Context: an optimization exercise on an open-source flow, tuned for small area, a short achievable clock period and few clock cycles. The choices shown serve that exercise and are no tape-out recipe. Function was checked by simulation only, so behaviour that the tests miss may differ from the original. Power figures rest on the tool's default switching activity, not on a simulated workload.

== job 101 ==
Design SingleCycleCPU, start of the top module:
module SingleCycleCPU(
    input clk,
    input Reset,                  
    output [31:0] pc,
    input  [31:0] instr,
    output reg reg_we,
    output reg [4:0] reg_waddr,
    output reg [31:0] reg_wdata,
    output reg mem_we,
    output reg [5:0] mem_addr,
    output reg [31:0] mem_wdata,
    output reg halted
    );
Settings: LEC_CHECK=0, CAP_MARGIN=40, CORE_MARGIN=2, CORE_UTILIZATION=45, CTS_CLUSTER_DIAMETER=50, CTS_CLUSTER_SIZE=35, PLACE_DENSITY=0.6, SLEW_MARGIN=60; clock period 10.0 ns.
standard.sh (not shown) runs the stock make flow with config.mk's settings and CLKGATE_MAP_FILE= SYNTH_SCRIPT=/design/flow/synth_recipe.tcl, a recipe that flattens the netlist after the stock synthesis.
==> flow/flow/run.sh <==
#!/bin/bash
set -euo pipefail
cd "$(dirname "$0")/.."
bash standard.sh SETUP_SLACK_MARGIN=6.5 finish > make_finish.log 2>&1
Testbench counts of job 101, summed over its fixed seeds: cycles 199,094.
### job 101 -> job 102
Settings: PLACE_DENSITY changed from 0.6 to 0.65; CAP_MARGIN changed from 40 to 20; CORE_UTILIZATION changed from 45 to 50; SLEW_MARGIN changed from 60 to 20.
Notes after the runs:
- Relative to job 101, routed metal-1 wirelength has decreased by about 3.4% in job 102.
- Relative to job 101, job 102 degrades worst hold slack after final layout.
- Compared with job 101, job 102 shows cell area lower by about 1.6%.
- Job 102 vs. job 101: clock sink count level, setup slack on the worst flop-to-flop path level.
Inputs modified between job 102 and job 103:
Settings: a change of PLACE_DENSITY from 0.65 to 0.55; a change of CORE_UTILIZATION from 50 to 40; a change of CTS_CLUSTER_DIAMETER from 50 to 60.
==> summary.txt <==
- Re routed length on met1: job 103 is about 13% up on job 102.
- Against job 102, job 103 reports a final design utilization that is lower.
- Job 103 ends up with a stage delay of the slowest cell on the critical path that is 0.08 ns lower than in job 102.
- The routed wire length number comes out lower for job 102 vs job 103.
- Job 103 vs. job 102: number of antenna violations at the first check in global routing went down; total length of routed met3 wires decreased 4600 um; via count of the routed design shows a reduction of 891.
For job 104, these inputs were changed with respect to job 103:
Settings: a change of CORE_UTILIZATION from 40 to 45; a change of CTS_CLUSTER_DIAMETER from 60 to 50; a change of PLACE_DENSITY from 0.55 to 0.6.
==> flow/flow/run.sh <==
#!/bin/bash
set -euo pipefail
cd "$(dirname "$0")/.."
bash standard.sh SETUP_SLACK_MARGIN=6.8 finish > make_finish.log 2>&1
### Flow results
Job 104 finished every stage and its layout cleared the timing, design-rule and antenna checks.
Higher clock skew among job 103 and job 104: job 103
| sum of net half-perimeters after detailed placement | lower: job 104 |
Delta (job 104 minus job 103): global-route wire length before repair went up, final critical path time including I/O delays and setup went down.
Against job 103, job 104 comes in 4.2% higher on internal cell power.
Looking at worst setup path startpoint, the instr[16] result is from job 103; the instr[20] one comes from job 104.
Overall power: job 104 vs job 103 up about 5%
Here is what was changed in the inputs of job 105 compared with job 104.
Settings: changing CAP_MARGIN from 20 to 40; changing CTS_CLUSTER_DIAMETER from 50 to 60; changing SLEW_MARGIN from 20 to 60.
==> flow/flow/run.sh <==
#!/bin/bash
set -euo pipefail
cd "$(dirname "$0")/.."
bash standard.sh SETUP_SLACK_MARGIN=6.5 finish > make_finish.log 2>&1
### Flow results
Met3 wire length (higher): job 104
Job 104 has lower post-placement cell area than job 105.
Relative to job 104, job 105 improves wire length of the first global-routing pass.
Job 105 vs job 104 — post-route minimum period rose 0.011 ns.
Wire length (job 105 over job 104): decrease, about 9%
Taking job 104 over job 105, the post-route cell area ratio works out to 1.08.
Maximum fanout along the worst path, job 104 and job 105: higher on job 105
NOTE: clock-buffer cell count in job 105 falls short of that of job 104
The worst hold margin was comparable across job 104 and job 105.
On job 105: worst setup slack is 0.011 ns lower than what job 104 gave.


## lagoon
Starting RTL as in the previous note.
==> flow/design.v (excerpt) <==
module SingleCycleCPU(
    input clk,
    input Reset,                  
    output [31:0] pc,
    input  [31:0] instr,
    output reg reg_we,
    output reg [4:0] reg_waddr,
    output reg [31:0] reg_wdata,
    output reg mem_we,
    output reg [5:0] mem_addr,
    output reg [31:0] mem_wdata,
    output reg halted
    );
==> flow/config.mk <==
export PLATFORM = sky130hd
export DESIGN_NAME = SingleCycleCPU
export DESIGN_NICKNAME = SingleCycleCPU
export VERILOG_FILES = /design/flow/design.v
export SDC_FILE = /design/flow/constraint.sdc
export NUM_CORES = 4
export LEC_CHECK = 0
export CAP_MARGIN = 20
export CORE_MARGIN = 2
export CORE_UTILIZATION = 40
export CTS_CLUSTER_DIAMETER = 50
export CTS_CLUSTER_SIZE = 35
export PLACE_DENSITY = 0.55
export SLEW_MARGIN = 20
==> flow/constraint.sdc <==
create_clock -name core_clock -period 10.0 [get_ports {clk}]
set_input_delay 2.0000 -clock core_clock [delete_from_list [all_inputs] [get_ports {clk}]]
set_output_delay 2.0000 -clock core_clock [all_outputs]
set_load 0.01 [all_outputs]
==> flow/flow/run.sh <==
#!/bin/bash
set -euo pipefail
cd "$(dirname "$0")/.."
bash standard.sh SETUP_SLACK_MARGIN=6.5 finish > make_finish.log 2>&1
Testbench counts of lagoon, summed over its fixed seeds: cycles 199,094.
#### Input delta (nickel over lagoon)
- CORE_UTILIZATION: 40 -> 45
- PLACE_DENSITY: 0.55 -> 0.6
- CTS_CLUSTER_DIAMETER: 50 -> 60
==> comparison <==
nickel went all the way through the flow, and no timing, DRC or antenna check failed.
Changes observed in nickel relative to lagoon: clock buffer and inverter area fraction after layout decreased 1.2 points, share of the cycle needed by the critical path after routing essentially unchanged, clock period minus final worst setup slack increased 12 ps, power decreased 4.6%, post-layout worst setup margin decreased 12 ps.
nickel gives less die width than lagoon did.
nickel vs. lagoon: count of placed standard cells including taps decreased by about 4% relative to the old numbers; clock-buffer cell count moved down.
Start point of the critical path = instr[24]: nickel; start point of the critical path = instr[20]: lagoon
For fjord, these inputs were changed with respect to nickel:
- CTS_CLUSTER_DIAMETER: 60 -> 50
==> summary.txt <==
Internal cell power deteriorates in fjord relative to nickel. fjord vs nickel — final cell count climbed slightly. [compare] base=nickel new=fjord: total detailed-routing wirelength dropped 0.60%; number of buffer and inverter stages on the critical path dropped 1. Area: fjord vs nickel -> fjord larger. Per the comparison of fjord with nickel, setup slack now larger; mean area per synthesized cell comparable. Delta (fjord minus nickel): global router's overall resource usage essentially unchanged, number of cell instances on the worst register-to-register path climbed 4.
For raven, these inputs were changed with respect to fjord:
==> flow/flow/run.sh <==
#!/bin/bash
set -euo pipefail
cd "$(dirname "$0")/.."
bash standard.sh SETUP_SLACK_MARGIN=6.35 finish > make_finish.log 2>&1
==> comparison <==
Number of clock buffer instances in the layout down about 1.8% in raven wrt fjord. Final routed wirelength across all metal layers improves in raven relative to fjord. For insertion delay of the later-clocked pin in the worst-skew pair, raven and fjord come out practically identical. In raven the final-layout worst hold slack turned out 9.1 ps lower than in fjord. Of raven and fjord, the lower highest clock rate belongs to raven. Going from fjord to raven, global-route wire length before repair moved down, first-pass iteration count of the detailed router moved down.
Changes in ember relative to raven:
- swapping 20 for 60 in CAP_MARGIN
- swapping 50 for 60 in CTS_CLUSTER_DIAMETER
- swapping 20 for 80 in SLEW_MARGIN
==> flow/flow/run.sh <==
#!/bin/bash
set -euo pipefail
cd "$(dirname "$0")/.."
bash standard.sh SETUP_SLACK_MARGIN=6.5 finish > make_finish.log 2>&1
Findings:
- Delta (ember minus raven): number of buffers and inverters on the critical path up 6; share of the clock period used by the worst path after layout saw an increase.
- Compared with raven, in ember adder and majority gate portion of the synthesized area held; wire length went up about 9%; routed via count went up 5,127.
- Cell count: ember higher than raven

==> port drivers added, routing unchanged <==
How much do the figures lean on ideal ports? The routed layouts below were timed once more, with nothing changed but the port constraints. Step 1, drivers: a clkbuf_16 drives clk and a buf_2 each remaining input, both assumed. Step 2 adds t to the input delays and takes it off the output delays; t is the mean of the earliest and latest rising clock arrival at the registers after step 1. Input paths then give back, and output paths get back, about the clock's delay inside the block. Slacks: ideal ports / drivers / drivers and shift; pairs: ideal ports / drivers.
run	shift t [ns]	setup WS [ns]	hold slack, ns	worst setup path at the end	worst slew at a driven data input, ns
job 101	0.896	6.383 / 6.426 / 5.530	0.395 / 0.395 / 0.395	input to register	0.05
job 102	0.901	6.262 / 6.300 / 5.398	0.378 / 0.378 / 0.378	input to register	0.16
job 103	0.889	6.345 / 6.367 / 5.479	0.392 / 0.392 / 0.392	input to register	0.18
job 104	0.916	6.389 / 6.331 / 5.415	0.395 / 0.395 / 0.395	input to register	0.18
job 105	0.883	6.378 / 6.428 / 5.546	0.393 / 0.393 / 0.393	input to register	0.05
lagoon	0.915	6.386 / 6.441 / 5.526	0.396 / 0.396 / 0.396	input to register	0.06
nickel	0.908	6.374 / 6.385 / 5.513	0.385 / 0.385 / 0.385	input to register	0.06
fjord	0.919	6.380 / 6.429 / 5.510	0.386 / 0.386 / 0.386	input to register	0.05
raven	0.912	6.254 / 6.178 / 5.266	0.377 / 0.377 / 0.377	input to register	0.19
ember	0.934	6.195 / 6.209 / 5.274	0.395 / 0.395 / 0.395	input to register	0.17
After both steps setup and hold are still met in every run listed. For raven, which loses most, drivers alone change the setup slack by -0.076 ns; drivers and shift together by -0.988 ns.
